This is an optimization exercise on Yosys and OpenROAD, whose aim is small area, a short achievable clock period and few clock cycles, not a production implementation. The RTL was checked by simulation tests, not by an equivalence proof against the original design.

## flow/run.sh

```bash
#!/bin/bash
# The standard layout (the standard.sh: ORFS with the standard synthesis,
# floorplan, power grid and tap cells), with one change: every input and
# output port is still given its own buffer, but a plain sky130 buffer
# (buf_2) instead of the delay cell (clkdlybuf4s50_1) buffer_ports picks by
# default, which adds about 0.6 ns to every path into or out of the design.
set -euo pipefail
export BUFFER_PORTS_ARGS="-buffer_cell sky130_fd_sc_hd__buf_2"
bash standard.sh > standard_make.log 2>&1
```

## standard.sh

```bash
#!/bin/bash
# synth_recipe.tcl (not shown) runs the flow's synth.tcl, then flattens the netlist and writes it again
# the make line also repeats each setting of config.mk as NAME=value (left out here)
make -C /OpenROAD-flow-scripts/flow DESIGN_CONFIG=/design/flow/config.mk WORK_HOME=/design/flow/orfs CLKGATE_MAP_FILE= SYNTH_SCRIPT=/design/flow/synth_recipe.tcl "${@:-finish}"
```

## config.mk

```make
export PLATFORM = sky130hd
export DESIGN_NAME = cnn_accel
export DESIGN_NICKNAME = cnn_accel
export VERILOG_FILES = /design/flow/design.v
export SDC_FILE = /design/flow/constraint.sdc
export NUM_CORES = 4
export LEC_CHECK = 0
export CAP_MARGIN = 20
export CORE_MARGIN = 2
export CORE_UTILIZATION = 40
export CTS_CLUSTER_DIAMETER = 100
export CTS_CLUSTER_SIZE = 30
export SLEW_MARGIN = 20
```

## constraint.sdc

```tcl
create_clock -name core_clock -period 20.0 [get_ports {clk}]
set_input_delay 4.0000 -clock core_clock [delete_from_list [all_inputs] [get_ports {clk}]]
set_output_delay 4.0000 -clock core_clock [all_outputs]
set_load 0.01 [all_outputs]
```

## design.v

```verilog
module booth_enc (
    input  [15:0] x,
    output [7:0]  one,
    output [7:0]  two,
    output [7:0]  neg
);
wire [16:0] xe = {x, 1'b0};
genvar k;
generate
    for (k = 0; k < 8; k = k + 1) begin : g_d
        assign one[k] = xe[2*k+1] ^ xe[2*k];
        assign two[k] = (xe[2*k+2] & ~xe[2*k+1] & ~xe[2*k]) | (~xe[2*k+2] & xe[2*k+1] & xe[2*k]);
        assign neg[k] = xe[2*k+2];
    end
endgenerate
endmodule
module mul_cs (
    input  [7:0]  one,
    input  [7:0]  two,
    input  [7:0]  neg,
    input  [15:0] w,
    output [15:0] s,
    output [15:0] c,
    output        c12
);
wire [15:0] wg = w;
wire pp_0_0 = ((one[0] & wg[0])) ^ neg[0];
wire pp_0_1 = ((one[0] & wg[1]) | (two[0] & wg[0])) ^ neg[0];
wire pp_0_2 = ((one[0] & wg[2]) | (two[0] & wg[1])) ^ neg[0];
wire pp_0_3 = ((one[0] & wg[3]) | (two[0] & wg[2])) ^ neg[0];
wire pp_0_4 = ((one[0] & wg[4]) | (two[0] & wg[3])) ^ neg[0];
wire pp_0_5 = ((one[0] & wg[5]) | (two[0] & wg[4])) ^ neg[0];
wire pp_0_6 = ((one[0] & wg[6]) | (two[0] & wg[5])) ^ neg[0];
wire pp_0_7 = ((one[0] & wg[7]) | (two[0] & wg[6])) ^ neg[0];
wire pp_0_8 = ((one[0] & wg[8]) | (two[0] & wg[7])) ^ neg[0];
wire pp_0_9 = ((one[0] & wg[9]) | (two[0] & wg[8])) ^ neg[0];
wire pp_0_10 = ((one[0] & wg[10]) | (two[0] & wg[9])) ^ neg[0];
wire pp_0_11 = ((one[0] & wg[11]) | (two[0] & wg[10])) ^ neg[0];
wire pp_0_12 = ((one[0] & wg[12]) | (two[0] & wg[11])) ^ neg[0];
wire pp_0_13 = ((one[0] & wg[13]) | (two[0] & wg[12])) ^ neg[0];
wire pp_0_14 = ((one[0] & wg[14]) | (two[0] & wg[13])) ^ neg[0];
wire pp_0_15 = ((one[0] & wg[15]) | (two[0] & wg[14])) ^ neg[0];
wire pp_0_16 = ~(((one[0] & wg[15]) | (two[0] & wg[15])) ^ neg[0]);
wire pp_1_0 = ((one[1] & wg[0])) ^ neg[1];
wire pp_1_1 = ((one[1] & wg[1]) | (two[1] & wg[0])) ^ neg[1];
wire pp_1_2 = ((one[1] & wg[2]) | (two[1] & wg[1])) ^ neg[1];
wire pp_1_3 = ((one[1] & wg[3]) | (two[1] & wg[2])) ^ neg[1];
wire pp_1_4 = ((one[1] & wg[4]) | (two[1] & wg[3])) ^ neg[1];
wire pp_1_5 = ((one[1] & wg[5]) | (two[1] & wg[4])) ^ neg[1];
wire pp_1_6 = ((one[1] & wg[6]) | (two[1] & wg[5])) ^ neg[1];
wire pp_1_7 = ((one[1] & wg[7]) | (two[1] & wg[6])) ^ neg[1];
wire pp_1_8 = ((one[1] & wg[8]) | (two[1] & wg[7])) ^ neg[1];
wire pp_1_9 = ((one[1] & wg[9]) | (two[1] & wg[8])) ^ neg[1];
wire pp_1_10 = ((one[1] & wg[10]) | (two[1] & wg[9])) ^ neg[1];
wire pp_1_11 = ((one[1] & wg[11]) | (two[1] & wg[10])) ^ neg[1];
wire pp_1_12 = ((one[1] & wg[12]) | (two[1] & wg[11])) ^ neg[1];
wire pp_1_13 = ((one[1] & wg[13]) | (two[1] & wg[12])) ^ neg[1];
wire pp_1_14 = ((one[1] & wg[14]) | (two[1] & wg[13])) ^ neg[1];
wire pp_1_15 = ((one[1] & wg[15]) | (two[1] & wg[14])) ^ neg[1];
wire pp_1_16 = ~(((one[1] & wg[15]) | (two[1] & wg[15])) ^ neg[1]);
wire pp_2_0 = ((one[2] & wg[0])) ^ neg[2];
wire pp_2_1 = ((one[2] & wg[1]) | (two[2] & wg[0])) ^ neg[2];
wire pp_2_2 = ((one[2] & wg[2]) | (two[2] & wg[1])) ^ neg[2];
wire pp_2_3 = ((one[2] & wg[3]) | (two[2] & wg[2])) ^ neg[2];
wire pp_2_4 = ((one[2] & wg[4]) | (two[2] & wg[3])) ^ neg[2];
wire pp_2_5 = ((one[2] & wg[5]) | (two[2] & wg[4])) ^ neg[2];
wire pp_2_6 = ((one[2] & wg[6]) | (two[2] & wg[5])) ^ neg[2];
wire pp_2_7 = ((one[2] & wg[7]) | (two[2] & wg[6])) ^ neg[2];
wire pp_2_8 = ((one[2] & wg[8]) | (two[2] & wg[7])) ^ neg[2];
wire pp_2_9 = ((one[2] & wg[9]) | (two[2] & wg[8])) ^ neg[2];
wire pp_2_10 = ((one[2] & wg[10]) | (two[2] & wg[9])) ^ neg[2];
wire pp_2_11 = ((one[2] & wg[11]) | (two[2] & wg[10])) ^ neg[2];
wire pp_2_12 = ((one[2] & wg[12]) | (two[2] & wg[11])) ^ neg[2];
wire pp_2_13 = ((one[2] & wg[13]) | (two[2] & wg[12])) ^ neg[2];
wire pp_2_14 = ((one[2] & wg[14]) | (two[2] & wg[13])) ^ neg[2];
wire pp_2_15 = ((one[2] & wg[15]) | (two[2] & wg[14])) ^ neg[2];
wire pp_2_16 = ~(((one[2] & wg[15]) | (two[2] & wg[15])) ^ neg[2]);
wire pp_3_0 = ((one[3] & wg[0])) ^ neg[3];
wire pp_3_1 = ((one[3] & wg[1]) | (two[3] & wg[0])) ^ neg[3];
wire pp_3_2 = ((one[3] & wg[2]) | (two[3] & wg[1])) ^ neg[3];
wire pp_3_3 = ((one[3] & wg[3]) | (two[3] & wg[2])) ^ neg[3];
wire pp_3_4 = ((one[3] & wg[4]) | (two[3] & wg[3])) ^ neg[3];
wire pp_3_5 = ((one[3] & wg[5]) | (two[3] & wg[4])) ^ neg[3];
wire pp_3_6 = ((one[3] & wg[6]) | (two[3] & wg[5])) ^ neg[3];
wire pp_3_7 = ((one[3] & wg[7]) | (two[3] & wg[6])) ^ neg[3];
wire pp_3_8 = ((one[3] & wg[8]) | (two[3] & wg[7])) ^ neg[3];
wire pp_3_9 = ((one[3] & wg[9]) | (two[3] & wg[8])) ^ neg[3];
wire pp_3_10 = ((one[3] & wg[10]) | (two[3] & wg[9])) ^ neg[3];
wire pp_3_11 = ((one[3] & wg[11]) | (two[3] & wg[10])) ^ neg[3];
wire pp_3_12 = ((one[3] & wg[12]) | (two[3] & wg[11])) ^ neg[3];
wire pp_3_13 = ((one[3] & wg[13]) | (two[3] & wg[12])) ^ neg[3];
wire pp_3_14 = ((one[3] & wg[14]) | (two[3] & wg[13])) ^ neg[3];
wire pp_3_15 = ((one[3] & wg[15]) | (two[3] & wg[14])) ^ neg[3];
wire pp_3_16 = ~(((one[3] & wg[15]) | (two[3] & wg[15])) ^ neg[3]);
wire pp_4_0 = ((one[4] & wg[0])) ^ neg[4];
wire pp_4_1 = ((one[4] & wg[1]) | (two[4] & wg[0])) ^ neg[4];
wire pp_4_2 = ((one[4] & wg[2]) | (two[4] & wg[1])) ^ neg[4];
wire pp_4_3 = ((one[4] & wg[3]) | (two[4] & wg[2])) ^ neg[4];
wire pp_4_4 = ((one[4] & wg[4]) | (two[4] & wg[3])) ^ neg[4];
wire pp_4_5 = ((one[4] & wg[5]) | (two[4] & wg[4])) ^ neg[4];
wire pp_4_6 = ((one[4] & wg[6]) | (two[4] & wg[5])) ^ neg[4];
wire pp_4_7 = ((one[4] & wg[7]) | (two[4] & wg[6])) ^ neg[4];
wire pp_4_8 = ((one[4] & wg[8]) | (two[4] & wg[7])) ^ neg[4];
wire pp_4_9 = ((one[4] & wg[9]) | (two[4] & wg[8])) ^ neg[4];
wire pp_4_10 = ((one[4] & wg[10]) | (two[4] & wg[9])) ^ neg[4];
wire pp_4_11 = ((one[4] & wg[11]) | (two[4] & wg[10])) ^ neg[4];
wire pp_4_12 = ((one[4] & wg[12]) | (two[4] & wg[11])) ^ neg[4];
wire pp_4_13 = ((one[4] & wg[13]) | (two[4] & wg[12])) ^ neg[4];
wire pp_4_14 = ((one[4] & wg[14]) | (two[4] & wg[13])) ^ neg[4];
wire pp_4_15 = ((one[4] & wg[15]) | (two[4] & wg[14])) ^ neg[4];
wire pp_4_16 = ~(((one[4] & wg[15]) | (two[4] & wg[15])) ^ neg[4]);
wire pp_5_0 = ((one[5] & wg[0])) ^ neg[5];
wire pp_5_1 = ((one[5] & wg[1]) | (two[5] & wg[0])) ^ neg[5];
wire pp_5_2 = ((one[5] & wg[2]) | (two[5] & wg[1])) ^ neg[5];
wire pp_5_3 = ((one[5] & wg[3]) | (two[5] & wg[2])) ^ neg[5];
wire pp_5_4 = ((one[5] & wg[4]) | (two[5] & wg[3])) ^ neg[5];
wire pp_5_5 = ((one[5] & wg[5]) | (two[5] & wg[4])) ^ neg[5];
wire pp_5_6 = ((one[5] & wg[6]) | (two[5] & wg[5])) ^ neg[5];
wire pp_5_7 = ((one[5] & wg[7]) | (two[5] & wg[6])) ^ neg[5];
wire pp_5_8 = ((one[5] & wg[8]) | (two[5] & wg[7])) ^ neg[5];
wire pp_5_9 = ((one[5] & wg[9]) | (two[5] & wg[8])) ^ neg[5];
wire pp_5_10 = ((one[5] & wg[10]) | (two[5] & wg[9])) ^ neg[5];
wire pp_5_11 = ((one[5] & wg[11]) | (two[5] & wg[10])) ^ neg[5];
wire pp_5_12 = ((one[5] & wg[12]) | (two[5] & wg[11])) ^ neg[5];
wire pp_5_13 = ((one[5] & wg[13]) | (two[5] & wg[12])) ^ neg[5];
wire pp_5_14 = ((one[5] & wg[14]) | (two[5] & wg[13])) ^ neg[5];
wire pp_5_15 = ((one[5] & wg[15]) | (two[5] & wg[14])) ^ neg[5];
wire pp_5_16 = ~(((one[5] & wg[15]) | (two[5] & wg[15])) ^ neg[5]);
wire pp_6_0 = ((one[6] & wg[0])) ^ neg[6];
wire pp_6_1 = ((one[6] & wg[1]) | (two[6] & wg[0])) ^ neg[6];
wire pp_6_2 = ((one[6] & wg[2]) | (two[6] & wg[1])) ^ neg[6];
wire pp_6_3 = ((one[6] & wg[3]) | (two[6] & wg[2])) ^ neg[6];
wire pp_6_4 = ((one[6] & wg[4]) | (two[6] & wg[3])) ^ neg[6];
wire pp_6_5 = ((one[6] & wg[5]) | (two[6] & wg[4])) ^ neg[6];
wire pp_6_6 = ((one[6] & wg[6]) | (two[6] & wg[5])) ^ neg[6];
wire pp_6_7 = ((one[6] & wg[7]) | (two[6] & wg[6])) ^ neg[6];
wire pp_6_8 = ((one[6] & wg[8]) | (two[6] & wg[7])) ^ neg[6];
wire pp_6_9 = ((one[6] & wg[9]) | (two[6] & wg[8])) ^ neg[6];
wire pp_6_10 = ((one[6] & wg[10]) | (two[6] & wg[9])) ^ neg[6];
wire pp_6_11 = ((one[6] & wg[11]) | (two[6] & wg[10])) ^ neg[6];
wire pp_6_12 = ((one[6] & wg[12]) | (two[6] & wg[11])) ^ neg[6];
wire pp_6_13 = ((one[6] & wg[13]) | (two[6] & wg[12])) ^ neg[6];
wire pp_6_14 = ((one[6] & wg[14]) | (two[6] & wg[13])) ^ neg[6];
wire pp_6_15 = ((one[6] & wg[15]) | (two[6] & wg[14])) ^ neg[6];
wire pp_7_0 = ((one[7] & wg[0])) ^ neg[7];
wire pp_7_1 = ((one[7] & wg[1]) | (two[7] & wg[0])) ^ neg[7];
wire pp_7_2 = ((one[7] & wg[2]) | (two[7] & wg[1])) ^ neg[7];
wire pp_7_3 = ((one[7] & wg[3]) | (two[7] & wg[2])) ^ neg[7];
wire pp_7_4 = ((one[7] & wg[4]) | (two[7] & wg[3])) ^ neg[7];
wire pp_7_5 = ((one[7] & wg[5]) | (two[7] & wg[4])) ^ neg[7];
wire pp_7_6 = ((one[7] & wg[6]) | (two[7] & wg[5])) ^ neg[7];
wire pp_7_7 = ((one[7] & wg[7]) | (two[7] & wg[6])) ^ neg[7];
wire pp_7_8 = ((one[7] & wg[8]) | (two[7] & wg[7])) ^ neg[7];
wire pp_7_9 = ((one[7] & wg[9]) | (two[7] & wg[8])) ^ neg[7];
wire pp_7_10 = ((one[7] & wg[10]) | (two[7] & wg[9])) ^ neg[7];
wire pp_7_11 = ((one[7] & wg[11]) | (two[7] & wg[10])) ^ neg[7];
wire pp_7_12 = ((one[7] & wg[12]) | (two[7] & wg[11])) ^ neg[7];
wire pp_7_13 = ((one[7] & wg[13]) | (two[7] & wg[12])) ^ neg[7];
wire hs0 = pp_0_10 ^ pp_1_8;
wire hc0 = pp_0_10 & pp_1_8;
wire hs1 = pp_0_11 ^ pp_1_9;
wire hc1 = pp_0_11 & pp_1_9;
wire tfs0 = pp_0_12 ^ pp_1_10;
wire fs0 = tfs0 ^ pp_2_8;
wire fc0 = (pp_0_12 & pp_1_10) | (tfs0 & pp_2_8);
wire hs2 = pp_3_6 ^ pp_4_4;
wire hc2 = pp_3_6 & pp_4_4;
wire tfs1 = pp_0_13 ^ pp_1_11;
wire fs1 = tfs1 ^ pp_2_9;
wire fc1 = (pp_0_13 & pp_1_11) | (tfs1 & pp_2_9);
wire hs3 = pp_3_7 ^ pp_4_5;
wire hc3 = pp_3_7 & pp_4_5;
wire tfs2 = pp_0_14 ^ pp_1_12;
wire fs2 = tfs2 ^ pp_2_10;
wire fc2 = (pp_0_14 & pp_1_12) | (tfs2 & pp_2_10);
wire tfs3 = pp_3_8 ^ pp_4_6;
wire fs3 = tfs3 ^ pp_5_4;
wire fc3 = (pp_3_8 & pp_4_6) | (tfs3 & pp_5_4);
wire hs4 = pp_6_2 ^ pp_7_0;
wire hc4 = pp_6_2 & pp_7_0;
wire tfs4 = pp_0_15 ^ pp_1_13;
wire fs4 = tfs4 ^ pp_2_11;
wire fc4 = (pp_0_15 & pp_1_13) | (tfs4 & pp_2_11);
wire tfs5 = pp_3_9 ^ pp_4_7;
wire fs5 = tfs5 ^ pp_5_5;
wire fc5 = (pp_3_9 & pp_4_7) | (tfs5 & pp_5_5);
wire hs5 = pp_6_3 ^ pp_7_1;
wire hc5 = pp_6_3 & pp_7_1;
wire tfs6 = pp_0_16 ^ pp_1_14;
wire fs6 = tfs6 ^ pp_2_12;
wire fc6 = (pp_0_16 & pp_1_14) | (tfs6 & pp_2_12);
wire tfs7 = pp_3_10 ^ pp_4_8;
wire fs7 = tfs7 ^ pp_5_6;
wire fc7 = (pp_3_10 & pp_4_8) | (tfs7 & pp_5_6);
wire tfs8 = pp_6_4 ^ pp_7_2;
wire fs8 = tfs8 ^ 1'b1;
wire fc8 = (pp_6_4 & pp_7_2) | (tfs8 & 1'b1);
wire tfs9 = pp_1_15 ^ pp_2_13;
wire fs9 = tfs9 ^ pp_3_11;
wire fc9 = (pp_1_15 & pp_2_13) | (tfs9 & pp_3_11);
wire tfs10 = pp_4_9 ^ pp_5_7;
wire fs10 = tfs10 ^ pp_6_5;
wire fc10 = (pp_4_9 & pp_5_7) | (tfs10 & pp_6_5);
wire hs6 = pp_7_3 ^ 1'b1;
wire hc6 = pp_7_3 & 1'b1;
wire tfs11 = pp_1_16 ^ pp_2_14;
wire fs11 = tfs11 ^ pp_3_12;
wire fc11 = (pp_1_16 & pp_2_14) | (tfs11 & pp_3_12);
wire tfs12 = pp_4_10 ^ pp_5_8;
wire fs12 = tfs12 ^ pp_6_6;
wire fc12 = (pp_4_10 & pp_5_8) | (tfs12 & pp_6_6);
wire tfs13 = pp_2_15 ^ pp_3_13;
wire fs13 = tfs13 ^ pp_4_11;
wire fc13 = (pp_2_15 & pp_3_13) | (tfs13 & pp_4_11);
wire hs7 = pp_5_9 ^ pp_6_7;
wire hc7 = pp_5_9 & pp_6_7;
wire tfs14 = pp_2_16 ^ pp_3_14;
wire fs14 = tfs14 ^ pp_4_12;
wire fc14 = (pp_2_16 & pp_3_14) | (tfs14 & pp_4_12);
wire hs8 = pp_3_15 ^ pp_4_13;
wire hc8 = pp_3_15 & pp_4_13;
wire hs9 = pp_0_6 ^ pp_1_4;
wire hc9 = pp_0_6 & pp_1_4;
wire hs10 = pp_0_7 ^ pp_1_5;
wire hc10 = pp_0_7 & pp_1_5;
wire tfs15 = pp_0_8 ^ pp_1_6;
wire fs15 = tfs15 ^ pp_2_4;
wire fc15 = (pp_0_8 & pp_1_6) | (tfs15 & pp_2_4);
wire hs11 = pp_3_2 ^ pp_4_0;
wire hc11 = pp_3_2 & pp_4_0;
wire tfs16 = pp_0_9 ^ pp_1_7;
wire fs16 = tfs16 ^ pp_2_5;
wire fc16 = (pp_0_9 & pp_1_7) | (tfs16 & pp_2_5);
wire hs12 = pp_3_3 ^ pp_4_1;
wire hc12 = pp_3_3 & pp_4_1;
wire tfs17 = hs0 ^ pp_2_6;
wire fs17 = tfs17 ^ pp_3_4;
wire fc17 = (hs0 & pp_2_6) | (tfs17 & pp_3_4);
wire tfs18 = pp_4_2 ^ pp_5_0;
wire fs18 = tfs18 ^ neg[5];
wire fc18 = (pp_4_2 & pp_5_0) | (tfs18 & neg[5]);
wire tfs19 = hc0 ^ hs1;
wire fs19 = tfs19 ^ pp_2_7;
wire fc19 = (hc0 & hs1) | (tfs19 & pp_2_7);
wire tfs20 = pp_3_5 ^ pp_4_3;
wire fs20 = tfs20 ^ pp_5_1;
wire fc20 = (pp_3_5 & pp_4_3) | (tfs20 & pp_5_1);
wire tfs21 = hc1 ^ fs0;
wire fs21 = tfs21 ^ hs2;
wire fc21 = (hc1 & fs0) | (tfs21 & hs2);
wire tfs22 = pp_5_2 ^ pp_6_0;
wire fs22 = tfs22 ^ neg[6];
wire fc22 = (pp_5_2 & pp_6_0) | (tfs22 & neg[6]);
wire tfs23 = fc0 ^ hc2;
wire fs23 = tfs23 ^ fs1;
wire fc23 = (fc0 & hc2) | (tfs23 & fs1);
wire tfs24 = hs3 ^ pp_5_3;
wire fs24 = tfs24 ^ pp_6_1;
wire fc24 = (hs3 & pp_5_3) | (tfs24 & pp_6_1);
wire tfs25 = fc1 ^ hc3;
wire fs25 = tfs25 ^ fs2;
wire fc25 = (fc1 & hc3) | (tfs25 & fs2);
wire tfs26 = fs3 ^ hs4;
wire fs26 = tfs26 ^ neg[7];
wire fc26 = (fs3 & hs4) | (tfs26 & neg[7]);
wire tfs27 = fc2 ^ fc3;
wire fs27 = tfs27 ^ hc4;
wire fc27 = (fc2 & fc3) | (tfs27 & hc4);
wire tfs28 = fs4 ^ fs5;
wire fs28 = tfs28 ^ hs5;
wire fc28 = (fs4 & fs5) | (tfs28 & hs5);
wire tfs29 = fc4 ^ fc5;
wire fs29 = tfs29 ^ hc5;
wire fc29 = (fc4 & fc5) | (tfs29 & hc5);
wire tfs30 = fs6 ^ fs7;
wire fs30 = tfs30 ^ fs8;
wire fc30 = (fs6 & fs7) | (tfs30 & fs8);
wire tfs31 = fc6 ^ fc7;
wire fs31 = tfs31 ^ fc8;
wire fc31 = (fc6 & fc7) | (tfs31 & fc8);
wire tfs32 = fs9 ^ fs10;
wire fs32 = tfs32 ^ hs6;
wire fc32 = (fs9 & fs10) | (tfs32 & hs6);
wire tfs33 = fc9 ^ fc10;
wire fs33 = tfs33 ^ hc6;
wire fc33 = (fc9 & fc10) | (tfs33 & hc6);
wire tfs34 = fs11 ^ fs12;
wire fs34 = tfs34 ^ pp_7_4;
wire fc34 = (fs11 & fs12) | (tfs34 & pp_7_4);
wire tfs35 = fc11 ^ fc12;
wire fs35 = tfs35 ^ fs13;
wire fc35 = (fc11 & fc12) | (tfs35 & fs13);
wire tfs36 = hs7 ^ pp_7_5;
wire fs36 = tfs36 ^ 1'b1;
wire fc36 = (hs7 & pp_7_5) | (tfs36 & 1'b1);
wire tfs37 = fc13 ^ hc7;
wire fs37 = tfs37 ^ fs14;
wire fc37 = (fc13 & hc7) | (tfs37 & fs14);
wire tfs38 = pp_5_10 ^ pp_6_8;
wire fs38 = tfs38 ^ pp_7_6;
wire fc38 = (pp_5_10 & pp_6_8) | (tfs38 & pp_7_6);
wire tfs39 = fc14 ^ hs8;
wire fs39 = tfs39 ^ pp_5_11;
wire fc39 = (fc14 & hs8) | (tfs39 & pp_5_11);
wire tfs40 = pp_6_9 ^ pp_7_7;
wire fs40 = tfs40 ^ 1'b1;
wire fc40 = (pp_6_9 & pp_7_7) | (tfs40 & 1'b1);
wire tfs41 = hc8 ^ pp_3_16;
wire fs41 = tfs41 ^ pp_4_14;
wire fc41 = (hc8 & pp_3_16) | (tfs41 & pp_4_14);
wire tfs42 = pp_5_12 ^ pp_6_10;
wire fs42 = tfs42 ^ pp_7_8;
wire fc42 = (pp_5_12 & pp_6_10) | (tfs42 & pp_7_8);
wire tfs43 = pp_4_15 ^ pp_5_13;
wire fs43 = tfs43 ^ pp_6_11;
wire fc43 = (pp_4_15 & pp_5_13) | (tfs43 & pp_6_11);
wire hs13 = pp_7_9 ^ 1'b1;
wire hc13 = pp_7_9 & 1'b1;
wire tfs44 = pp_4_16 ^ pp_5_14;
wire fs44 = tfs44 ^ pp_6_12;
wire fc44 = (pp_4_16 & pp_5_14) | (tfs44 & pp_6_12);
wire hs14 = pp_5_15 ^ pp_6_13;
wire hc14 = pp_5_15 & pp_6_13;
wire hs15 = pp_0_4 ^ pp_1_2;
wire hc15 = pp_0_4 & pp_1_2;
wire hs16 = pp_0_5 ^ pp_1_3;
wire hc16 = pp_0_5 & pp_1_3;
wire tfs45 = hs9 ^ pp_2_2;
wire fs45 = tfs45 ^ pp_3_0;
wire fc45 = (hs9 & pp_2_2) | (tfs45 & pp_3_0);
wire tfs46 = hc9 ^ hs10;
wire fs46 = tfs46 ^ pp_2_3;
wire fc46 = (hc9 & hs10) | (tfs46 & pp_2_3);
wire tfs47 = hc10 ^ fs15;
wire fs47 = tfs47 ^ hs11;
wire fc47 = (hc10 & fs15) | (tfs47 & hs11);
wire tfs48 = fc15 ^ hc11;
wire fs48 = tfs48 ^ fs16;
wire fc48 = (fc15 & hc11) | (tfs48 & fs16);
wire tfs49 = fc16 ^ hc12;
wire fs49 = tfs49 ^ fs17;
wire fc49 = (fc16 & hc12) | (tfs49 & fs17);
wire tfs50 = fc17 ^ fc18;
wire fs50 = tfs50 ^ fs19;
wire fc50 = (fc17 & fc18) | (tfs50 & fs19);
wire tfs51 = fc19 ^ fc20;
wire fs51 = tfs51 ^ fs21;
wire fc51 = (fc19 & fc20) | (tfs51 & fs21);
wire tfs52 = fc21 ^ fc22;
wire fs52 = tfs52 ^ fs23;
wire fc52 = (fc21 & fc22) | (tfs52 & fs23);
wire tfs53 = fc23 ^ fc24;
wire fs53 = tfs53 ^ fs25;
wire fc53 = (fc23 & fc24) | (tfs53 & fs25);
wire tfs54 = fc25 ^ fc26;
wire fs54 = tfs54 ^ fs27;
wire fc54 = (fc25 & fc26) | (tfs54 & fs27);
wire tfs55 = fc27 ^ fc28;
wire fs55 = tfs55 ^ fs29;
wire fc55 = (fc27 & fc28) | (tfs55 & fs29);
wire tfs56 = fc29 ^ fc30;
wire fs56 = tfs56 ^ fs31;
wire fc56 = (fc29 & fc30) | (tfs56 & fs31);
wire tfs57 = fc31 ^ fc32;
wire fs57 = tfs57 ^ fs33;
wire fc57 = (fc31 & fc32) | (tfs57 & fs33);
wire tfs58 = fc33 ^ fc34;
wire fs58 = tfs58 ^ fs35;
wire fc58 = (fc33 & fc34) | (tfs58 & fs35);
wire tfs59 = fc35 ^ fc36;
wire fs59 = tfs59 ^ fs37;
wire fc59 = (fc35 & fc36) | (tfs59 & fs37);
wire tfs60 = fc37 ^ fc38;
wire fs60 = tfs60 ^ fs39;
wire fc60 = (fc37 & fc38) | (tfs60 & fs39);
wire tfs61 = fc39 ^ fc40;
wire fs61 = tfs61 ^ fs41;
wire fc61 = (fc39 & fc40) | (tfs61 & fs41);
wire tfs62 = fc41 ^ fc42;
wire fs62 = tfs62 ^ fs43;
wire fc62 = (fc41 & fc42) | (tfs62 & fs43);
wire tfs63 = fc43 ^ hc13;
wire fs63 = tfs63 ^ fs44;
wire fc63 = (fc43 & hc13) | (tfs63 & fs44);
wire tfs64 = fc44 ^ hs14;
wire fs64 = tfs64 ^ pp_7_11;
wire fc64 = (fc44 & hs14) | (tfs64 & pp_7_11);
wire tfs65 = hc14 ^ pp_5_16;
wire fs65 = tfs65 ^ pp_6_14;
wire fc65 = (hc14 & pp_5_16) | (tfs65 & pp_6_14);
wire hs17 = pp_6_15 ^ pp_7_13;
wire hc17 = pp_6_15 & pp_7_13;
wire hs18 = pp_0_2 ^ pp_1_0;
wire hc18 = pp_0_2 & pp_1_0;
wire hs19 = pp_0_3 ^ pp_1_1;
wire hc19 = pp_0_3 & pp_1_1;
wire tfs66 = hs15 ^ pp_2_0;
wire fs66 = tfs66 ^ neg[2];
wire fc66 = (hs15 & pp_2_0) | (tfs66 & neg[2]);
wire tfs67 = hc15 ^ hs16;
wire fs67 = tfs67 ^ pp_2_1;
wire fc67 = (hc15 & hs16) | (tfs67 & pp_2_1);
wire tfs68 = hc16 ^ fs45;
wire fs68 = tfs68 ^ neg[3];
wire fc68 = (hc16 & fs45) | (tfs68 & neg[3]);
wire tfs69 = fc45 ^ fs46;
wire fs69 = tfs69 ^ pp_3_1;
wire fc69 = (fc45 & fs46) | (tfs69 & pp_3_1);
wire tfs70 = fc46 ^ fs47;
wire fs70 = tfs70 ^ neg[4];
wire fc70 = (fc46 & fs47) | (tfs70 & neg[4]);
wire tfs71 = fc47 ^ fs48;
wire fs71 = tfs71 ^ hs12;
wire fc71 = (fc47 & fs48) | (tfs71 & hs12);
wire tfs72 = fc48 ^ fs49;
wire fs72 = tfs72 ^ fs18;
wire fc72 = (fc48 & fs49) | (tfs72 & fs18);
wire tfs73 = fc49 ^ fs50;
wire fs73 = tfs73 ^ fs20;
wire fc73 = (fc49 & fs50) | (tfs73 & fs20);
wire tfs74 = fc50 ^ fs51;
wire fs74 = tfs74 ^ fs22;
wire fc74 = (fc50 & fs51) | (tfs74 & fs22);
wire tfs75 = fc51 ^ fs52;
wire fs75 = tfs75 ^ fs24;
wire fc75 = (fc51 & fs52) | (tfs75 & fs24);
wire tfs76 = fc52 ^ fs53;
wire fs76 = tfs76 ^ fs26;
wire fc76 = (fc52 & fs53) | (tfs76 & fs26);
wire tfs77 = fc53 ^ fs54;
wire fs77 = tfs77 ^ fs28;
wire fc77 = (fc53 & fs54) | (tfs77 & fs28);
wire tfs78 = fc54 ^ fs55;
wire fs78 = tfs78 ^ fs30;
wire fc78 = (fc54 & fs55) | (tfs78 & fs30);
wire tfs79 = fc55 ^ fs56;
wire fs79 = tfs79 ^ fs32;
wire fc79 = (fc55 & fs56) | (tfs79 & fs32);
wire tfs80 = fc56 ^ fs57;
wire fs80 = tfs80 ^ fs34;
wire fc80 = (fc56 & fs57) | (tfs80 & fs34);
wire tfs81 = fc57 ^ fs58;
wire fs81 = tfs81 ^ fs36;
wire fc81 = (fc57 & fs58) | (tfs81 & fs36);
wire tfs82 = fc58 ^ fs59;
wire fs82 = tfs82 ^ fs38;
wire fc82 = (fc58 & fs59) | (tfs82 & fs38);
wire tfs83 = fc59 ^ fs60;
wire fs83 = tfs83 ^ fs40;
wire fc83 = (fc59 & fs60) | (tfs83 & fs40);
wire tfs84 = fc60 ^ fs61;
wire fs84 = tfs84 ^ fs42;
wire fc84 = (fc60 & fs61) | (tfs84 & fs42);
wire tfs85 = fc61 ^ fs62;
wire fs85 = tfs85 ^ hs13;
wire fc85 = (fc61 & fs62) | (tfs85 & hs13);
wire tfs86 = fc62 ^ fs63;
wire fs86 = tfs86 ^ pp_7_10;
wire fc86 = (fc62 & fs63) | (tfs86 & pp_7_10);
wire tfs87 = fc63 ^ fs64;
wire fs87 = tfs87 ^ 1'b1;
wire fc87 = (fc63 & fs64) | (tfs87 & 1'b1);
wire tfs88 = fc64 ^ fs65;
wire fs88 = tfs88 ^ pp_7_12;
wire fc88 = (fc64 & fs65) | (tfs88 & pp_7_12);
wire tfs89 = fc65 ^ hs17;
wire fs89 = tfs89 ^ 1'b1;
wire fc89 = (fc65 & hs17) | (tfs89 & 1'b1);
wire [27:0] ra = {fc88, fc87, fc86, fc85, fc84, fc83, fc82, fc81, fc80, fc79, fc78, fc77, fc76, fc75, fc74, fc73, fc72, fc71, fc70, fc69, fc68, fc67, fc66, hc19, hc18, hs18, pp_0_1, pp_0_0};
wire [27:0] rb = {fs89, fs88, fs87, fs86, fs85, fs84, fs83, fs82, fs81, fs80, fs79, fs78, fs77, fs76, fs75, fs74, fs73, fs72, fs71, fs70, fs69, fs68, fs67, fs66, hs19, neg[1], 1'b0, neg[0]};
wire [12:0] lo = {1'b0, ra[11:0]} + {1'b0, rb[11:0]};
assign s = ra[27:12];
assign c = rb[27:12];
assign c12 = lo[12];
endmodule
module cnn_accel (
    input         clk,
    input         rst_n,       
    input         cnn_start,   
    output        cnn_finish,  
    output        mem_we,
    output [19:0] mem_addr,
    output [15:0] mem_wdata,
    input  [15:0] mem_rdata
);
localparam P = 8;            
localparam S_IDLE  = 3'd0;
localparam S_INIT  = 3'd1;   
localparam S_X     = 3'd2;   
localparam S_W     = 3'd3;   
localparam S_WR    = 3'd4;   
localparam S_PR    = 3'd5;   
localparam S_PD    = 3'd6;   
localparam K_NONE = 2'd0;
localparam K_X    = 2'd1;
localparam K_W    = 2'd2;
localparam K_P    = 2'd3;
reg [2:0]  st;
reg        start_q;     
reg        fin_q;
reg        we_q;
reg [19:0] addr_q;
reg [15:0] wdata_q;
assign cnn_finish = fin_q;
assign mem_we     = we_q;
assign mem_addr   = addr_q;
assign mem_wdata  = wdata_q;
reg [4:0] lay;
wire [19:0] c_in      = ({20{lay[0]}} & 20'd2) | ({20{lay[1]}} & 20'd17906) | ({20{lay[2]}} & 20'd34306) | ({20{lay[3]}} & 20'd53890) | ({20{lay[4]}} & 20'd566914);  
wire [19:0] c_w       = ({20{lay[0]}} & 20'd3074) | ({20{lay[1]}} & 20'd21506) | ({20{lay[2]}} & 20'd35458) | ({20{lay[3]}} & 20'd54914) | ({20{lay[4]}} & 20'd567414);  
wire [19:0] c_out     = ({20{lay[0]}} & 20'd3506) | ({20{lay[1]}} & 20'd29698) | ({20{lay[2]}} & 20'd53890) | ({20{lay[3]}} & 20'd566914) | ({20{lay[4]}} & 20'd572414);  
wire [10:0] c_n       = ({11{lay[0]}} & 11'd27) | ({11{lay[1]}} & 11'd256) | ({11{lay[2]}} & 11'd288) | ({11{lay[3]}} & 11'd1024) | ({11{lay[4]}} & 11'd500);  
wire [1:0] c_kmax    = ({2{lay[0]}} & 2'd2) | ({2{lay[1]}} & 2'd3) | ({2{lay[2]}} & 2'd2) | ({2{lay[3]}} & 2'd3);  
wire [4:0] c_ohmax   = ({5{lay[0]}} & 5'd29) | ({5{lay[1]}} & 5'd11) | ({5{lay[2]}} & 5'd3);  
wire [5:0] c_gmax    = ({6{lay[0]}} & 6'd1) | ({6{lay[1]}} & 6'd3) | ({6{lay[2]}} & 6'd7) | ({6{lay[3]}} & 6'd62) | ({6{lay[4]}} & 6'd1);  
wire [2:0] c_orem    = ({3{lay[3]}} & 3'd4) | ({3{lay[4]}} & 3'd2);  
wire c_skip    = (lay[1] & 1'b1) | (lay[2] & 1'b1) | (lay[3] & 1'b1) | (lay[4] & 1'b1);  
wire [19:0] c_xrow    = ({20{lay[0]}} & 20'd30) | ({20{lay[1]}} & 20'd12) | ({20{lay[2]}} & 20'd4) | ({20{lay[3]}} & 20'd1) | ({20{lay[4]}} & 20'd1);  
wire [19:0] c_xch     = ({20{lay[0]}} & 20'd958) | ({20{lay[1]}} & 20'd177) | ({20{lay[2]}} & 20'd22) | ({20{lay[3]}} & 20'd1) | ({20{lay[4]}} & 20'd1);  
wire [19:0] c_ohsq    = ({20{lay[0]}} & 20'd900) | ({20{lay[1]}} & 20'd144) | ({20{lay[2]}} & 20'd16) | ({20{lay[3]}} & 20'd1) | ({20{lay[4]}} & 20'd1);  
wire [19:0] c_wnext   = ({20{lay[0]}} & 20'd1048388) | ({20{lay[1]}} & 20'd1046785) | ({20{lay[2]}} & 20'd1046561) | ({20{lay[3]}} & 20'd1041409) | ({20{lay[4]}} & 20'd1045077);  
wire [19:0] c_wapos7  = ({20{lay[0]}} & 20'd1035077) | ({20{lay[1]}} & 20'd1044113) | ({20{lay[2]}} & 20'd1047569) | ({20{lay[3]}} & 20'd1048074) | ({20{lay[4]}} & 20'd1048562);  
wire [19:0] c_xlg     = ({20{lay[0]}} & 20'd1046462) | ({20{lay[1]}} & 20'd1045153) | ({20{lay[2]}} & 20'd1047446) | ({20{lay[3]}} & 20'd1047553) | ({20{lay[4]}} & 20'd1048077);  
wire [19:0] c_xlp     = ({20{lay[0]}} & 20'd1046463) | ({20{lay[1]}} & 20'd1045154) | ({20{lay[2]}} & 20'd1047447) | ({20{lay[3]}} & 20'd1047554) | ({20{lay[4]}} & 20'd1048078);  
wire [19:0] c_xlr     = ({20{lay[0]}} & 20'd1046465) | ({20{lay[1]}} & 20'd1045157) | ({20{lay[2]}} & 20'd1047449) | ({20{lay[3]}} & 20'd1047557) | ({20{lay[4]}} & 20'd1048078);  
wire [19:0] c_pin     = lay[0] ? 20'd3506 : 20'd29698;  
wire [19:0] c_pout    = lay[0] ? 20'd17906 : 20'd34306;  
wire [19:0] c_pdown   = lay[0] ? 20'd29 : 20'd11;  
wire [19:0] c_pup     = lay[0] ? 20'd1048547 : 20'd1048565;  
wire [3:0] c_pomax   = lay[0] ? 4'd14 : 4'd5;  
wire [11:0] c_pwin    = lay[0] ? 12'd3600 : 12'd1152;  
wire c_relu = ~lay[4];
reg [19:0] xa;          
reg [19:0] wt;          
reg [19:0] wa;          
reg [11:0] tr;          
reg [1:0]  kc, kr;      
reg [3:0]  k;           
reg [5:0]  og;          
reg [4:0]  oc, orow;    
reg        ft;          
reg        pv;          
reg [1:0]  wsel;        
wire n_tr1  = (tr == 12'd1);
wire n_kc   = (kc == c_kmax);
wire n_kr   = (kr == c_kmax);
wire n_lg   = (og == c_gmax);
wire n_loc  = (oc == c_ohmax);
wire n_prow = (oc[3:0] == c_pomax);
reg f_tr1, f_skip, f_kc, f_kr, f_lg, f_loc, f_lpos, f_prow;
always @(posedge clk) begin
    f_tr1  <= n_tr1;
    f_skip <= c_skip && (tr == 12'd4);
    f_kc   <= n_kc;
    f_kr   <= n_kr;
    f_lg   <= n_lg;
    f_loc  <= n_loc;
    f_lpos <= n_loc && (orow == c_ohmax);
    f_prow <= n_prow;
end
wire last_k = (k == P - 1);
reg [1:0]  i_kind;      
reg        i_f;         
reg  [19:0] ainc;
always @(posedge clk) begin
    case (st)
    S_X:     ainc <= n_tr1 ? (!n_lg ? c_xlg : n_loc ? c_xlr : c_xlp) :
                     !n_kc ? 20'd1 : !n_kr ? c_xrow : c_xch;
    S_W:     ainc <= !last_k ? {9'd0, c_n} : f_tr1 ? 20'd1 : c_wnext;
    S_WR:    ainc <= !last_k ? c_ohsq : f_lg ? c_wapos7 : c_ohsq;
    default: ainc <= (k == 4'd4) ? (n_prow ? 20'd1 : c_pup) :
                     (k == 4'd1) ? c_pdown : 20'd1;
    endcase
end
wire [19:0] a_add = addr_q + ainc;
always @(posedge clk or negedge rst_n) begin
    if (!rst_n) begin
        st      <= S_IDLE;
        start_q <= 1'b0;
        fin_q   <= 1'b0;
        we_q    <= 1'b0;
    end else begin
        start_q <= cnn_start;
        fin_q   <= 1'b0;
        we_q    <= 1'b0;
        case (st)
        S_IDLE:  if (start_q) st <= S_INIT;
        S_INIT:  st <= S_X;
        S_X:     st <= S_W;
        S_W:     if (last_k) st <= f_tr1 ? S_WR : S_X;
        S_WR: begin
            we_q <= !(f_lg && c_orem != 3'd0 && k >= c_orem);
            if (last_k) begin
                if (!f_lg || !f_lpos)     st <= S_X;
                else if (lay[0] | lay[1]) st <= S_PR;
                else if (lay[4]) begin fin_q <= 1'b1; st <= S_IDLE; end
                else                      st <= S_INIT;
            end
        end
        S_PR: begin
            if (k == 4'd3) we_q <= pv;
            if (k == 4'd4 && f_tr1) st <= S_PD;
        end
        S_PD: begin
            if (k == 4'd3) begin
                we_q <= 1'b1;
                st   <= S_INIT;
            end
        end
        default: st <= S_IDLE;
        endcase
    end
end
always @(posedge clk) begin
    i_kind <= K_NONE;
    i_f    <= 1'b0;
    addr_q <= a_add;
    case (st)
    S_IDLE: begin
        lay <= 5'b00001;
        kc  <= 2'd0;
        kr  <= 2'd0;
    end
    S_INIT: begin
        xa <= c_in; wt <= c_w; wa <= c_out; tr <= {1'b0, c_n};
        og <= 6'd0; oc <= 5'd0; orow <= 5'd0; ft <= 1'b1; wsel <= 2'b00;
    end
    S_X: begin
        addr_q <= xa;
        i_kind <= K_X;
        if (!ft) wt <= a_add;
        if (wsel != 2'b00) wa <= a_add;
        wsel <= 2'b00;
        kc <= f_kc ? 2'd0 : kc + 2'd1;
        if (f_kc) kr <= f_kr ? 2'd0 : kr + 2'd1;
        k  <= 4'd0;
    end
    S_W: begin
        if (k == 4'd0) begin
            addr_q <= wt;
            xa <= a_add;
        end
        i_kind <= f_skip ? K_NONE : K_W;
        i_f <= ft;
        k <= k + 4'd1;
        if (last_k) begin
            ft <= 1'b0;
            tr <= tr - 12'd1;
            k  <= 4'd0;
        end
    end
    S_WR: begin
        if (k == 4'd0) begin
            addr_q <= wa;
            wt <= f_lg ? c_w : a_add;
        end
        k <= k + 4'd1;
        if (last_k) begin
            k  <= 4'd0;
            tr <= {1'b0, c_n};
            ft <= 1'b1;
            wsel <= {f_lg, ~f_lg};
            if (!f_lg) begin
                og <= og + 6'd1;
            end else if (!f_lpos) begin
                og <= 6'd0;
                oc <= f_loc ? 5'd0 : oc + 5'd1;
                if (f_loc) orow <= orow + 5'd1;
            end else if (lay[0] | lay[1]) begin
                xa <= c_pin; wa <= c_pout; tr <= c_pwin; oc <= 5'd0; pv <= 1'b0;
            end else begin
                lay <= {lay[3:0], 1'b0};
            end
        end
    end
    S_PR: begin
        if (k != 4'd3) i_kind <= K_P;
        i_f <= (k == 4'd0);
        k <= k + 4'd1;
        case (k)
        4'd0: if (!pv) addr_q <= xa;   
        4'd3: begin addr_q <= wa; xa <= a_add; end
        4'd4: begin
            addr_q <= xa;
            if (pv) wa <= a_add;
            pv <= 1'b1;
            k  <= 4'd0;
            oc <= f_prow ? 5'd0 : oc + 5'd1;
            tr <= tr - 12'd1;
        end
        default: ;
        endcase
    end
    S_PD: begin
        addr_q <= wa;
        k <= k + 4'd1;
        if (k == 4'd3) begin
            k   <= 4'd0;
            lay <= {lay[3:0], 1'b0};
        end
    end
    default: ;
    endcase
end
reg [1:0] d1_kind, d2_kind, d3_kind;
reg       d1_f, d2_f, d3_f, d3_w;
always @(posedge clk) begin
    d1_kind <= i_kind;  d1_f <= i_f;
    d2_kind <= d1_kind; d2_f <= d1_f;
    d3_kind <= d2_kind; d3_f <= d2_f;
    d3_w    <= (d2_kind == K_W);
end
reg [15:0] rd_q;        
reg [7:0]  x_one, x_two, x_neg;   
reg [15:0] ps, pc;      
reg        pc12;        
reg        e_v;         
reg        e_f;         
reg [15:0] ring [0:P];
wire [7:0] b_one, b_two, b_neg;
booth_enc u_enc (.x(rd_q), .one(b_one), .two(b_two), .neg(b_neg));
wire [15:0] ms, mc;
wire        mc12;
mul_cs u_mul (.one(x_one), .two(x_two), .neg(x_neg), .w(rd_q),
              .s(ms), .c(mc), .c12(mc12));
wire [15:0] base = e_f ? 16'd0 : ring[P];
wire [15:0] qs   = e_v ? ps : 16'd0;
wire [15:0] qc   = e_v ? pc : 16'd0;
wire [15:0] as   = base ^ qs ^ qc;
wire [15:0] ac   = (base & qs) | (base & qc) | (qs & qc);
wire [15:0] acc  = as + {ac[14:0], e_v & pc12};
integer j;
always @(posedge clk) begin
    rd_q <= mem_rdata;
    if (d3_kind == K_X) begin
        x_one <= b_one;
        x_two <= b_two;
        x_neg <= b_neg;
    end
    ps   <= ms;
    pc   <= mc;
    pc12 <= mc12;
    e_v  <= d3_w;
    e_f  <= d3_f;
    ring[0] <= acc;
    for (j = 1; j <= P; j = j + 1) ring[j] <= ring[j-1];
    if (d3_kind == K_P) begin
        if (d3_f || rd_q > wdata_q) wdata_q <= rd_q;
    end else if (st == S_WR) begin
        wdata_q <= (c_relu && ring[2][15]) ? 16'd0 : ring[2];
    end
end
endmodule
```

==> run_results.csv, run 1 <==
group,metric,value,unit
route,wirelength,58000,um
floorplan,start_util,40.3,%
cts,cts_tree,"done",
sta,fmax,193,MHz
grt,grt_first_pass_wirelength,90800,um
min_path,hp-class,"register to register",
setup_path,rrSetupSlack,15960,ps
finish,drive_gt1_share,8.10,%
setup_path,worst_path_max_delay_cell,"edfxtp_1",
setup_path,crit_chain,"buf_2",
synthesis,syn_inst,2105,
floorplan,die_area,55800,um^2
finish,multiInputGateArea,10900,um^2
synthesis,syn_nets,2315,
setup_path,cp-start-kind,"register",
route,ant_nets,0,
synthesis,synth-main-ff-cell,"dfxtp_1",
sta,period_needed,5170,ps
floorplan,num_rows,85,
setup_path,cp.arrival,1170,ps
cts,clockBufferDepth,3,
cts,clock-root-buffer,"clkbuf_16",
synthesis,synth_top_family_by_area,"compound AO/OA/AOI/OAI gates",
synthesis,synth_mux_area_share,0.620,%
route,routedWlPerCell,20.8,um
floorplan,pin_count,57,
setup_path,cp.depth,1,
synthesis,ys_warn_count,2,
setup_path,r2r_cells,12,
finish,layout_commonest_cell,"dfxtp_1",
sta,finalMaxSlewViolations,0,
floorplan,die_w,236,um
sta,max_slew_margin,26.0,%
route,viasPerCell,5.67,
synthesis,synth-xor-area-share,8.16,%
synthesis,yosys.area_share.simple,9.60,%
cts,cts.sinks,402,
route,drcViolationCount,0,
cts,clk-insertion-delay-late,590,ps
grt,antenna_found_initial,2,
floorplan,core,53600,um^2
synthesis,syn_area,21600,um^2
route,first_pass_iters,8,
setup_path,cp_max_fo,2,
setup_path,critPathBufInv,1,
synthesis,synth_fa_ha_area_share,14.5,%
route,drt_iter0_drc,1608,
status,status,"no timing/DRC/antenna violations",
setup_path,reg2reg_from,"rd_q[6]",
finish,antennaDiodeCount,0,
sta,hold_ws,308,ps
placement,dp_cells,2754,
sta,rsz0062_at_grt,"no",
finish,fillers,5088,
sta,fin_crit_sh,25.9,%
finish,nets,2292,
synthesis,ys_async_sr_fraction,1.49,%
synthesis,synth_compound_area_share,17.7,%
grt,grt_max_degree,50,
cts,cts_setup_buffers,0,
placement,port_buffers,56,
synthesis,synth-seq-cells,402,
synthesis,avgSynthCellArea,10.3,um^2
finish,mostFrequentLayoutCells,"dfxtp_1 (251), inv_1 (161), edfxtp_1 (145)",
synthesis,synth-edff-count,145,
setup_path,worst-setup-path-type,"register to output pin",
cts,h-tree-depth,1,
grt,grt_pass1_vias,15700,
route,num_vias,15800,
placement,dpl.hpwl,40300,um
synthesis,ys_types,81,
cts,cts_buffers,22,
placement,gp_congestion,0.914,
setup_path,crit_path_start,"wdata_q[0]",
setup_path,cpLargestDelayFamily,"flip-flops",
setup_path,rr_endpoint,"pc12",
grt,grt_remaining_overflow,0,
grt,grt_usage,20.5,%
sta,hold_violations,0,
flow_run,maxCapViolations,0,
sta,clock_skew,35.7,ps
setup_path,endpoint_kind,"output pin",
synthesis,seq_area_frac_synth,44.2,%
cts,cts.clk_slew.worst_paths,110,ps
cts,hold_buffers,0,
sta,finalSetupViolations,0,
sta,finalSetupTns,0,ps
cts,cts_resized,0,
floorplan,die_h,236,um
setup_path,max_stage_delay,430,ps
finish,fin_cells,2794,
setup_path,required,16000,ps
finish,seqCellArea,9530,um^2
sta,worst_pin_slew,1110,ps
setup_path,crit_end,"mem_wdata[0]",
finish,area_growth_syn_to_layout,7.98,%
## per-layer routing
metal	GRT usage [%]	vias up	share of wire, %
li1	-	7314	-
met1	28.2	7722	43
met2	32.7	686	45
met3	3.67	116	8.1
met4	6.58	0	3.4
met5	0	-	0
## synth_stat cells, types with 4 or more instances
cell type    n  area share, %
dfxtp_1    251             23
inv_1      160            2.8
edfxtp_1   145             20
a22oi_1    139            4.8
nor2_1     136            2.4
xnor2_1    123            5.0
o21ai_0    120            2.8
nand2_1    115            2.0
clkbuf_1   112            1.9
a21oi_1    103            2.4
fa_1        99            9.2
ha_1        92            5.3
xor2_1      78            3.2
and2_1      37            1.1
nand3_1     29           0.67
nor2b_1     28           0.81
nor3_1      26           0.60
a22o_1      22           0.89
buf_1       20           0.35
a31oi_1     19           0.55
a21o_1      18           0.63
o22ai_1     15           0.43
o211ai_1    13           0.45
o221ai_1    12           0.49
or3_1       12           0.35
a211oi_1    11           0.38
mux2i_1     10           0.46
o21a_1      10           0.35
or2_2       10           0.29
a222oi_1     9           0.42
and3_1       8           0.23
o31ai_1      8           0.28
a221oi_1     7           0.28
a211o_1      6           0.24
dfrtp_1      6           0.70
nand2b_1     6           0.17
nor4_1       5           0.14
o21bai_1     5           0.17
o22a_1       5           0.20
a21boi_0     4           0.14
nand4_1      4           0.12
o31a_1       4           0.16
or4_1        4           0.14
## how the worst min path moves through the flow
stage | from | end | slack (ps) | cells past startpoint
after floorplan | i_f | d1_f | 310 | 0
after global placement | ring[5][6] | ring[6][6] | 310 | 0
after detailed placement | ring[0][15] | ring[1][15] | 310 | 0
after CTS | ring[1][11] | ring[2][11] | 310 | 0
after global routing | ring[1][13] | ring[2][13] | 320 | 0
final | ring[1][11] | ring[2][11] | 310 | 0
## layout make-up
cell class                      instances  area share (%)
Clock buffer                           27            2.54
Clock inverter                         13           0.966
Inverter                              165            2.66
Multi-Input combinational cell       1403            47.0
Sequential cell                       402            40.9
Tap cell                              696            3.74
Timing Repair Buffer                   88            2.23
## registers in the layout, summed over array words and instances, names as in the netlist, 4 cells and up
register / count
rd_q: 16
addr_q: 20
x_two: 8
wdata_q: 16
ainc: 15
og: 6
orow: 5
lay: 5
ring: 144
ps: 16
tr: 12
k: 4
xa: 20
wa: 20
x_one: 8
pc: 16
wt: 20
x_neg: 8
oc: 5
## logic make-up after synthesis
logic type	Yosys count
adders and majority gates	191
DFF	402
xor gates and xnor gates	201
buffers and inverters	300
and+or+nand+nor	434
muxes	13
AOI/OAI and AO/OA	564
## per-stage QoR
step           utilization [%]  setup slack, ps  cell area (um^2)
4_1_cts                   43.5            14810             23300
5_1_grt                   43.5            14760             23300
3_5_place_dp              42.0            15460             22500
2_1_floorplan                -            15590             21600
6_report                  43.5            14830             23300
3_3_place_gp              42.0            15480             22500
## worst reg2reg max path, delay by kind of cell, from the launching register on
kind / cells / cell delay [ps]
buffers and inverters: 2 / 90
adders and majority gates: 4 / 1820
AOI/OAI and AO/OA: 4 / 730
xor gates and xnor gates: 1 / 190
and+or+nand+nor: 1 / 80
DFF: 1 / 1010
Testbench counts, summed over its fixed seeds: cycles 8,190,648.
==> inputs of run 2 (changes only) <==
--- a/config.mk
+++ b/config.mk
@@ -9,5 +9,3 @@
 export CORE_MARGIN = 2
 export CORE_UTILIZATION = 40
-export CTS_CLUSTER_DIAMETER = 100
-export CTS_CLUSTER_SIZE = 30
 export SLEW_MARGIN = 20
==> run_results.csv, run 2 <==
group,metric,value,unit
status,status,"no timing/DRC/antenna violations",
synthesis,yosys.area.top_type,"dfxtp_1",
route,ant_nets,0,
synthesis,synth-seq-cells,402,
cts,h-tree-depth,2,
sta,fmax,194,MHz
setup_path,worst-setup-path-type,"register to output pin",
synthesis,syn_area,21600,um^2
route,wirelength,58500,um
cts,cts.clk_slew.worst_paths,60,ps
sta,rsz0062_at_grt,"no",
floorplan,num_rows,85,
setup_path,critPathBufInv,1,
grt,grt_pass1_vias,15900,
route,num_vias,16100,
finish,largest_reg_flops,144,
finish,nets,2314,
sta,worst_pin_slew,1100,ps
finish,utilization,44.9,%
route,routedWlPerCell,20.6,um
grt,grt_first_pass_wirelength,91700,um
placement,placed_cell_area,22500,um^2
sta,hold_ws,298,ps
finish,layout_commonest_cell,"dfxtp_1",
min_path,holdPathStages,0,
grt,antenna_found_initial,2,
setup_path,cp-start-kind,"register",
synthesis,synth-main-ff-cell,"dfxtp_1",
floorplan,die_area,55800,um^2
sta,finalSetupTns,0,ps
grt,grt_usage,20.9,%
floorplan,die_h,236,um
sta,max_slew_margin,26.4,%
synthesis,syn_nets,2315,
setup_path,required,16000,ps
grt,grt_remaining_overflow,0,
finish,antennaDiodeCount,0,
placement,dpl.hpwl,40300,um
finish,final_area,24100,um^2
placement,port_buffers,56,
synthesis,ys_warn_count,2,
synthesis,ys_types,81,
synthesis,synth_area_leaders,"dfxtp_1 (23%), edfxtp_1 (20%), fa_1 (9.2%)",
sta,finalSetupViolations,0,
cts,cts_buffers,44,
setup_path,r2r_cells,12,
finish,fillers,5011,
cts,clockBufferDepth,3,
setup_path,max_stage_delay,410,ps
setup_path,worst_path_max_delay_cell,"edfxtp_1",
sta,period_needed,5150,ps
placement,gp_congestion,0.914,
sta,hold_violations,0,
floorplan,pin_count,57,
setup_path,crit_chain,"buf_2",
cts,clock-root-buffer,"clkbuf_16",
route,drt_iter0_drc,1812,
setup_path,cp_max_fo,2,
setup_path,cp.depth,1,
synthesis,avgSynthCellArea,10.3,um^2
floorplan,start_util,40.3,%
route,first_pass_iters,7,
finish,mostFrequentLayoutCells,"dfxtp_1 (251), inv_1 (160), edfxtp_1 (145)",
synthesis,seq_area_frac_synth,44.2,%
cts,cts_tree,"done",
sta,fin_crit_sh,25.7,%
sta,finalMaxSlewViolations,0,
flow_run,maxCapViolations,0,
synthesis,syn_inst,2105,
finish,drive_gt1_share,9.77,%
synthesis,post-synth-top-area-fraction,23.3,%
setup_path,cp.arrival,1150,ps
setup_path,cpLargestDelayFamily,"flip-flops",
finish,largest-register,"ring",
sta,clock_skew,47.4,ps
grt,grt_max_degree,50,
cts,clk-insertion-delay-late,590,ps
cts,hold_buffers,0,
cts,cts.sinks,402,
cts,cts_setup_buffers,0,
floorplan,die_w,236,um
setup_path,endpoint_kind,"output pin",
cts,cts_resized,0,
min_path,hp-class,"register to register",
floorplan,core,53600,um^2
synthesis,synth-edff-count,145,
route,viasPerCell,5.66,
synthesis,synthTopCellsByCount,"dfxtp_1 (251), inv_1 (160), edfxtp_1 (145), a22oi_1 (139), nor2_1 (136)",
synthesis,yosysMostFrequentCell,"dfxtp_1",
finish,area_growth_syn_to_layout,11.6,%
synthesis,ys_async_sr_fraction,1.49,%
route,drcViolationCount,0,
run 2: cell families after synthesis:
kind of cell	share of synthesized area (%)
AOI/OAI and AO/OA	17.7
xor gates and xnor gates	8.16
adders and majority gates	14.5
buffers and inverters	5.23
DFF	44.2
muxes	0.620
and+or+nand+nor	9.60
run 2: per-stage QoR:
step                setup WS [ps]  std cells
finish                      14850       2836
global route                14800       2836
CTS                         14840       2836
global placement            15480       2754
floorplan                   15590       2105
detailed placement          15460       2754
run 2: final cells by class:
type	instances	area, um^2	share of cell area [%]
timing repair buffer	88	520	2.16
tap	696	871	3.61
clock inverter	15	153	0.634
multi-input combinational	1403	10900	45.5
inverter	165	619	2.57
sequential	402	9530	39.6
clock buffer	67	1450	6.01
run 2: worst paths after layout:
path	start	slack, ps	to
setup / recovery	wdata_q[0]	14850	mem_wdata[0]
hold / removal	d1_kind[1]	300	d2_kind[1]
setup reg to reg	rd_q[6]	16020	pc12
hold reg to reg	d1_kind[1]	300	d2_kind[1]
max in group asynchronous	rst_n	16630	st[1]
min in group asynchronous	rst_n	3230	fin_q
run 2: metal layers:
metal  vias to the layer above  global-route usage [%]  part of all wire, %
li1                       7380                       -                    -
met1                      7822                    28.5                   43
met2                       736                    32.9                   46
met3                       125                    4.08                  8.2
met4                         0                    7.48                  3.1
met5                         -                       0                    0
==> inputs of run 3 (changes only) <==
--- a/config.mk
+++ b/config.mk
@@ -8,4 +8,6 @@
 export CAP_MARGIN = 20
 export CORE_MARGIN = 2
-export CORE_UTILIZATION = 40
+export CORE_UTILIZATION = 65
+export CTS_CLUSTER_DIAMETER = 60
+export CTS_CLUSTER_SIZE = 28
 export SLEW_MARGIN = 20
==> run_results.csv, run 3 <==
group,metric,value,unit
status,status,"no timing/DRC/antenna violations",
setup_path,rrSetupSlack,15830,ps
setup_path,crit_chain,"buf_2",
finish,utilization,71.7,%
floorplan,die_h,186,um
route,drt_iter0_drc,1726,
sta,max_slew_margin,23.5,%
setup_path,r2r_cells,12,
floorplan,die_area,34700,um^2
finish,largest_reg_flops,144,
route,viasPerCell,6.38,
synthesis,yosysMostFrequentCell,"dfxtp_1",
sta,worst_pin_slew,1150,ps
floorplan,start_util,66.2,%
grt,antenna_found_initial,2,
sta,fmax,193,MHz
setup_path,worst-setup-path-type,"register to output pin",
cts,cts_resized,0,
route,first_pass_iters,6,
cts,cts.clk_slew.worst_paths,90,ps
sta,clock_skew,15.7,ps
setup_path,cp.arrival,1170,ps
synthesis,syn_nets,2315,
setup_path,cp_max_fo,3,
synthesis,ys_types,81,
setup_path,worst_path_max_delay_cell,"dfxtp_1",
synthesis,seq_area_frac_synth,44.2,%
setup_path,critPathBufInv,1,
synthesis,synthTopCellsByCount,"dfxtp_1 (251), inv_1 (160), edfxtp_1 (145), a22oi_1 (139), nor2_1 (136)",
cts,clk-insertion-delay-late,610,ps
finish,nets,2302,
placement,port_buffers,56,
setup_path,max_stage_delay,420,ps
route,num_vias,16300,
cts,h-tree-depth,1,
setup_path,cp.depth,1,
sta,fin_crit_sh,25.9,%
setup_path,cpLargestDelayFamily,"flip-flops",
synthesis,synth-edff-count,145,
cts,clock-root-buffer,"clkbuf_16",
finish,final_area,23400,um^2
synthesis,syn_inst,2105,
sta,finalMaxSlewViolations,0,
finish,largest-register,"ring",
finish,layout_commonest_cell,"dfxtp_1",
setup_path,rr_endpoint,"ring[0][14]",
floorplan,core,32600,um^2
cts,cts_buffers,30,
sta,finalSetupTns,0,ps
cts,hold_buffers,0,
synthesis,avgSynthCellArea,10.3,um^2
cts,cts_tree,"done",
floorplan,die_w,186,um
synthesis,yosys.area.top_type,"dfxtp_1",
grt,grt_max_degree,43,
grt,gr-usage-met2,57.0,%
placement,dpl.hpwl,41000,um
grt,grt_busiest_layer,"met2",
synthesis,ys_async_sr_fraction,1.49,%
placement,gp_congestion,0.975,
synthesis,synth_area_leaders,"dfxtp_1 (23%), edfxtp_1 (20%), fa_1 (9.2%)",
grt,grt_usage,34.4,%
route,wirelength,58600,um
finish,antennaDiodeCount,0,
setup_path,crit_end,"mem_addr[1]",
setup_path,reg2reg_from,"e_v",
flow_run,maxCapViolations,0,
cts,cts.sinks,402,
finish,area_growth_syn_to_layout,8.43,%
grt,grt_first_pass_wirelength,90800,um
setup_path,cp-start-kind,"register",
setup_path,endpoint_kind,"output pin",
route,routedWlPerCell,22.9,um
setup_path,crit_path_start,"addr_q[1]",
grt,grt_remaining_overflow,0,
synthesis,synth-seq-cells,402,
finish,drive_gt1_share,9.07,%
synthesis,post-synth-top-area-fraction,23.3,%
synthesis,syn_area,21600,um^2
floorplan,pin_count,57,
cts,clockBufferDepth,3,
route,drcViolationCount,0,
route,ant_nets,0,
sta,hold_violations,0,
min_path,hp-class,"register to register",
synthesis,ys_warn_count,2,
min_path,hp-start,"ring[4][15]",
floorplan,num_rows,66,
sta,rsz0062_at_grt,"no",
synthesis,synth-main-ff-cell,"dfxtp_1",
cts,cts_setup_buffers,0,
grt,grt_use_met3,5.90,%
grt,grt_pass1_vias,16200,
sta,finalSetupViolations,0,
grt,grt_use_met1,42.8,%
finish,mostFrequentLayoutCells,"dfxtp_1 (251), inv_1 (160), edfxtp_1 (145)",
sta,period_needed,5170,ps
setup_path,required,16000,ps
placement,placed_cell_area,22200,um^2
[run 3: changes by cell type in the layout (fill, tap and decap cells not counted), moves of 4 or more]
| cell | change |
|---|---|
| clkinv_8 | +4 |
| inv_16 | +6 |
| clkbuf_16 | -21 |
| clkbuf_8 | -6 |
| clkbuf_1 | -7 |
| clkinv_2 | -5 |
| inv_12 | +7 |
[run 3: cell type report]
cell class                 instances  area, um^2
fill                            2416        9220
sequential                       402        9530
multi-input combinational       1403       10900
tap                              442         553
clock buffer                      33         815
inverter                         165         619
clock inverter                    23         403
timing repair buffer              90         536
[run 3: worst min-delay path by stage]
stage / slack, ps / cells after the start / endpoint
finish: 320 / 0 / ring[5][15]
global route: 330 / 0 / d2_f
CTS: 310 / 0 / ring[5][15]
detailed placement: 310 / 0 / ring[1][10]
global placement: 310 / 0 / ring[2][10]
floorplan: 310 / 0 / d1_f
[run 3: cells by family after synthesis]
kind of cell | synth area share, %
AOI/OAI and AO/OA | 17.7
buffers and inverters | 5.23
DFF | 44.2
adders and majority gates | 14.5
and+or+nand+nor | 9.60
xor gates and xnor gates | 8.16
muxes | 0.620
[run 3: through the flow]
step           cells  hold WS (ps)  worst slack, ps
4_1_cts         2558           314            14810
3_3_place_gp    2502           310            15480
6_report        2558           322            14830
3_5_place_dp    2502           312            15470
5_1_grt         2558           325            14780
2_1_floorplan   2105           310            15590
[run 3: metal layers]
metal	vias up	wire length (um)
met5	-	27
met4	4	3920
met3	265	4860
met2	873	27800
met1	7830	22000
li1	7345	-

[what the ideal ports hide]
The results above use ideal ports. As a check the final layouts listed here were re-extracted and re-timed, cells and wires unchanged.
Step 1: set_driving_cell puts a clkbuf_16 on clk and a buf_2 on each other input, an assumption about the parent block.
Step 2 also shifts input and output timing later by t, the mid clock arrival at the registers, as if the neighbouring blocks saw the same clock.
Slacks: no drivers / after step 1 / after step 2; pairs: no drivers / after step 1.
run | t, ns | slack for setup (ns) | worst setup path at the end
run 1 | 0.627 | 14.827 / 14.769 / 15.396 | register to output
run 2 | 0.623 | 14.852 / 14.797 / 15.420 | register to output
run 3 | 0.651 | 14.827 / 14.775 / 15.426 | register to output
After both steps setup and hold are still met in every run listed.
